Background: an optimization exercise with open tools, aiming at small area. Do not read the settings as production practice.
Where RTL was checked, it was by simulation tests only, not by an equivalence proof against the original.
Power figures rest on the tool's default switching activity, not on a simulated workload.

old:
==> flow/design.v <==
module crc_check(
input clk,
input rstn,
input start,
output done
);
reg [5:0] cnt;
wire low_zero = (cnt[4:0] == 5'd0);
wire fb = (cnt[5] ^ cnt[4]) & ~low_zero;
always @(posedge clk or negedge rstn)
if (~rstn)
    cnt <= 6'd0;
else if (start)
    cnt <= 6'b000011;
else
    cnt <= {cnt[4:0], fb};
assign done = cnt[5] & low_zero;
endmodule
module Protocol_analysis(
input sck,
input [40:0] pay_bits,
input vld,
input crc_zero,
input rstn,
output [40:0] payload,
output pvld
);
reg [40:0] payload_r;
reg ok;
reg pvld_r;
wire done;
always @(posedge sck)
if (vld) begin
    payload_r <= pay_bits;
    ok        <= crc_zero & ~done;
end
always @(posedge sck or negedge rstn)
if (!rstn)
    pvld_r <= 1'b0;
else
    pvld_r <= done & ok;
crc_check u_crc_check(
.clk(sck),
.rstn(rstn),
.start(vld),
.done(done)
);
assign payload = payload_r;
assign pvld    = pvld_r;
endmodule
module Spi_to_pnb_trans(
output sdo
);
assign sdo = 1'b0;
endmodule
module Spi_to_pnb_rev(
input sck,
input cs,
input sdi,
output [40:0] pay_bits,
output vld,
output crc_zero
);
reg [80:0] data_r;
reg [7:0]  crc_r;
reg [5:0]  tmr;
wire full = &tmr;
always @(posedge sck) begin
    data_r[80:8] <= data_r[79:7];
    if (cs) begin
        data_r[7:0] <= 8'b0;
        crc_r       <= 8'b0;
        tmr         <= 6'b111000;
    end else begin
        data_r[7:0] <= {data_r[6:0], sdi};
        crc_r       <= {crc_r[6:0], 1'b0}
                     ^ (crc_r[7]            ? 8'h07 : 8'h00)
                     ^ (data_r[7]           ? 8'h80 : 8'h00)
                     ^ ((data_r[64] & full) ? 8'h13 : 8'h00);
        tmr         <= {tmr[4:0], (tmr[5] ^ tmr[4]) | full};
    end
end
assign vld      = full && (data_r[80:65] == 16'h55ab) && (data_r[7:0] == 8'haa);
assign crc_zero = (crc_r == 8'd0);
assign pay_bits = data_r[56:16];
endmodule
module Spi_to_pnb_top(
inter_fpga_comms_cs,
inter_fpga_comms_sdo,
inter_fpga_comms_sck,
rst_n,
inter_fpga_comms_sdi,
payload,
pvld
);
input inter_fpga_comms_cs, inter_fpga_comms_sdo, inter_fpga_comms_sck, rst_n;
output inter_fpga_comms_sdi;
output [40:0] payload;
output pvld;
wire [40:0] pay_bits;
wire vld;
wire crc_zero;
Spi_to_pnb_rev u_spi_to_pnb_rev(
    .sck(inter_fpga_comms_sck),
    .cs(inter_fpga_comms_cs),
    .sdi(inter_fpga_comms_sdo),
    .pay_bits(pay_bits),
    .vld(vld),
    .crc_zero(crc_zero)
);
Spi_to_pnb_trans u_spi_to_pnb_trans(
    .sdo(inter_fpga_comms_sdi)
);
Protocol_analysis u_protocol_analysis(
    .sck(inter_fpga_comms_sck),
    .pay_bits(pay_bits),
    .vld(vld),
    .crc_zero(crc_zero),
    .rstn(rst_n),
    .payload(payload),
    .pvld(pvld)
);
endmodule
export LEC_CHECK = 0
export CAP_MARGIN = 20
export CORE_MARGIN = 2
export CORE_UTILIZATION = 60
export SLEW_MARGIN = 20
create_clock -name core_clock -period 10.0 [get_ports {inter_fpga_comms_sck}]
standard.sh (not shown) runs the stock make flow with config.mk's settings and CLKGATE_MAP_FILE= SYNTH_SCRIPT=/design/flow/synth_recipe.tcl, a recipe that flattens the netlist after the stock synthesis.
==> flow/flow/run.sh <==
#!/bin/bash
# Standard ORFS layout (the standard.sh, unchanged synthesis) with:
#  - port buffers of the smallest buffer cell instead of the default pick,
#  - clock tree built from small clock buffers, without dummy load cells.
set -euo pipefail
cd "$(dirname "$0")/.."
export BUFFER_PORTS_ARGS="-buffer_cell sky130_fd_sc_hd__buf_1"
export CTS_ARGS="-sink_clustering_enable -repair_clock_nets -dont_use_dummy_load -buf_list {sky130_fd_sc_hd__clkbuf_1 sky130_fd_sc_hd__clkbuf_2 sky130_fd_sc_hd__clkbuf_4}"
bash standard.sh > flow_standard.log 2>&1
#### Input delta (new over old)
==> flow/design.v, changed modules only <==
module Protocol_analysis(
input sck,
input [40:0] pay_now,
input [40:0] pay_old,
input vld,
input crc_zero,
input rstn,
output [40:0] payload,
output pvld
);
reg ok;
reg second_r;
reg pvld_r;
wire done;
always @(posedge sck)
if (vld)
    ok <= crc_zero & ~done;
always @(posedge sck)
    second_r <= vld;
always @(posedge sck or negedge rstn)
if (!rstn)
    pvld_r <= 1'b0;
else
    pvld_r <= done & ok;
crc_check u_crc_check(
.clk(sck),
.rstn(rstn),
.start(vld),
.done(done)
);
assign payload = second_r ? pay_now : pay_old;
assign pvld    = pvld_r;
endmodule
module Spi_to_pnb_rev(
input sck,
input cs,
input sdi,
output [40:0] pay_now,
output [40:0] pay_old,
output vld,
output crc_zero
);
reg [114:0] data_r;
reg [7:0]  crc_r;
reg [5:0]  tmr;
wire full = &tmr;
always @(posedge sck) begin
    data_r[114:8] <= data_r[113:7];
    if (cs) begin
        data_r[7:0] <= 8'b0;
        crc_r       <= 8'b0;
        tmr         <= 6'b111000;
    end else begin
        data_r[7:0] <= {data_r[6:0], sdi};
        crc_r       <= {crc_r[6:0], 1'b0}
                     ^ (crc_r[7]            ? 8'h07 : 8'h00)
                     ^ (data_r[7]           ? 8'h80 : 8'h00)
                     ^ ((data_r[64] & full) ? 8'h13 : 8'h00);
        tmr         <= {tmr[4:0], (tmr[5] ^ tmr[4]) | full};
    end
end
assign vld      = full && (data_r[80:65] == 16'h55ab) && (data_r[7:0] == 8'haa);
assign crc_zero = (crc_r == 8'd0);
assign pay_now  = data_r[57:17];
assign pay_old  = data_r[114:74];
endmodule
module Spi_to_pnb_top(
inter_fpga_comms_cs,
inter_fpga_comms_sdo,
inter_fpga_comms_sck,
rst_n,
inter_fpga_comms_sdi,
payload,
pvld
);
input inter_fpga_comms_cs, inter_fpga_comms_sdo, inter_fpga_comms_sck, rst_n;
output inter_fpga_comms_sdi;
output [40:0] payload;
output pvld;
wire [40:0] pay_now;
wire [40:0] pay_old;
wire vld;
wire crc_zero;
Spi_to_pnb_rev u_spi_to_pnb_rev(
    .sck(inter_fpga_comms_sck),
    .cs(inter_fpga_comms_cs),
    .sdi(inter_fpga_comms_sdo),
    .pay_now(pay_now),
    .pay_old(pay_old),
    .vld(vld),
    .crc_zero(crc_zero)
);
Spi_to_pnb_trans u_spi_to_pnb_trans(
    .sdo(inter_fpga_comms_sdi)
);
Protocol_analysis u_protocol_analysis(
    .sck(inter_fpga_comms_sck),
    .pay_now(pay_now),
    .pay_old(pay_old),
    .vld(vld),
    .crc_zero(crc_zero),
    .rstn(rst_n),
    .payload(payload),
    .pvld(pvld)
);
endmodule
Notes after the runs:
More vias were needed by new than by old.
There was hardly any difference in clock-pin slew reported for the worst setup and hold paths after clock tree synthesis between new and old.
NOTE: synthesized cell count in new exceeds that of old
Going from old to new, sequential power -about 8%; final period demand of the worst path rose by 0.97 ns.
Final cell count, new and old, higher one = new.
Diff old -> new | final area | decrease of 2.2%
Going from old to new, relative contribution of sequential cells to total power shrank by 1.3 points; worst path setup slack after routing -0.97 ns.
The RTL of new was laid out without a check of its function.

[afterwards: timing with drivers on the ports]
How much do the figures lean on ideal ports? The routed layouts below were timed once more, with nothing changed but the port constraints.
Step 1: set_driving_cell puts a clkbuf_16 on inter_fpga_comms_sck and a buf_2 on each other input, an assumption about the parent block.
Step 2 also shifts input and output timing later by t, the mid clock arrival at the registers, as if the neighbouring blocks saw the same clock.
Three values: ideal, step 1, step 2; two values: the first two.
run | shift t [ns] | setup WS [ns] | worst setup path at the end | worst data-port slew with drivers (ns) | cell pins on the clock port's net
old | 0.491 | 6.983 / 6.956 / 7.080 | input to register | 0.03 | 1
new | 0.496 | 6.011 / 5.984 / 6.480 | register to output | 0.03 | 1
After both steps every run listed still meets setup and hold.
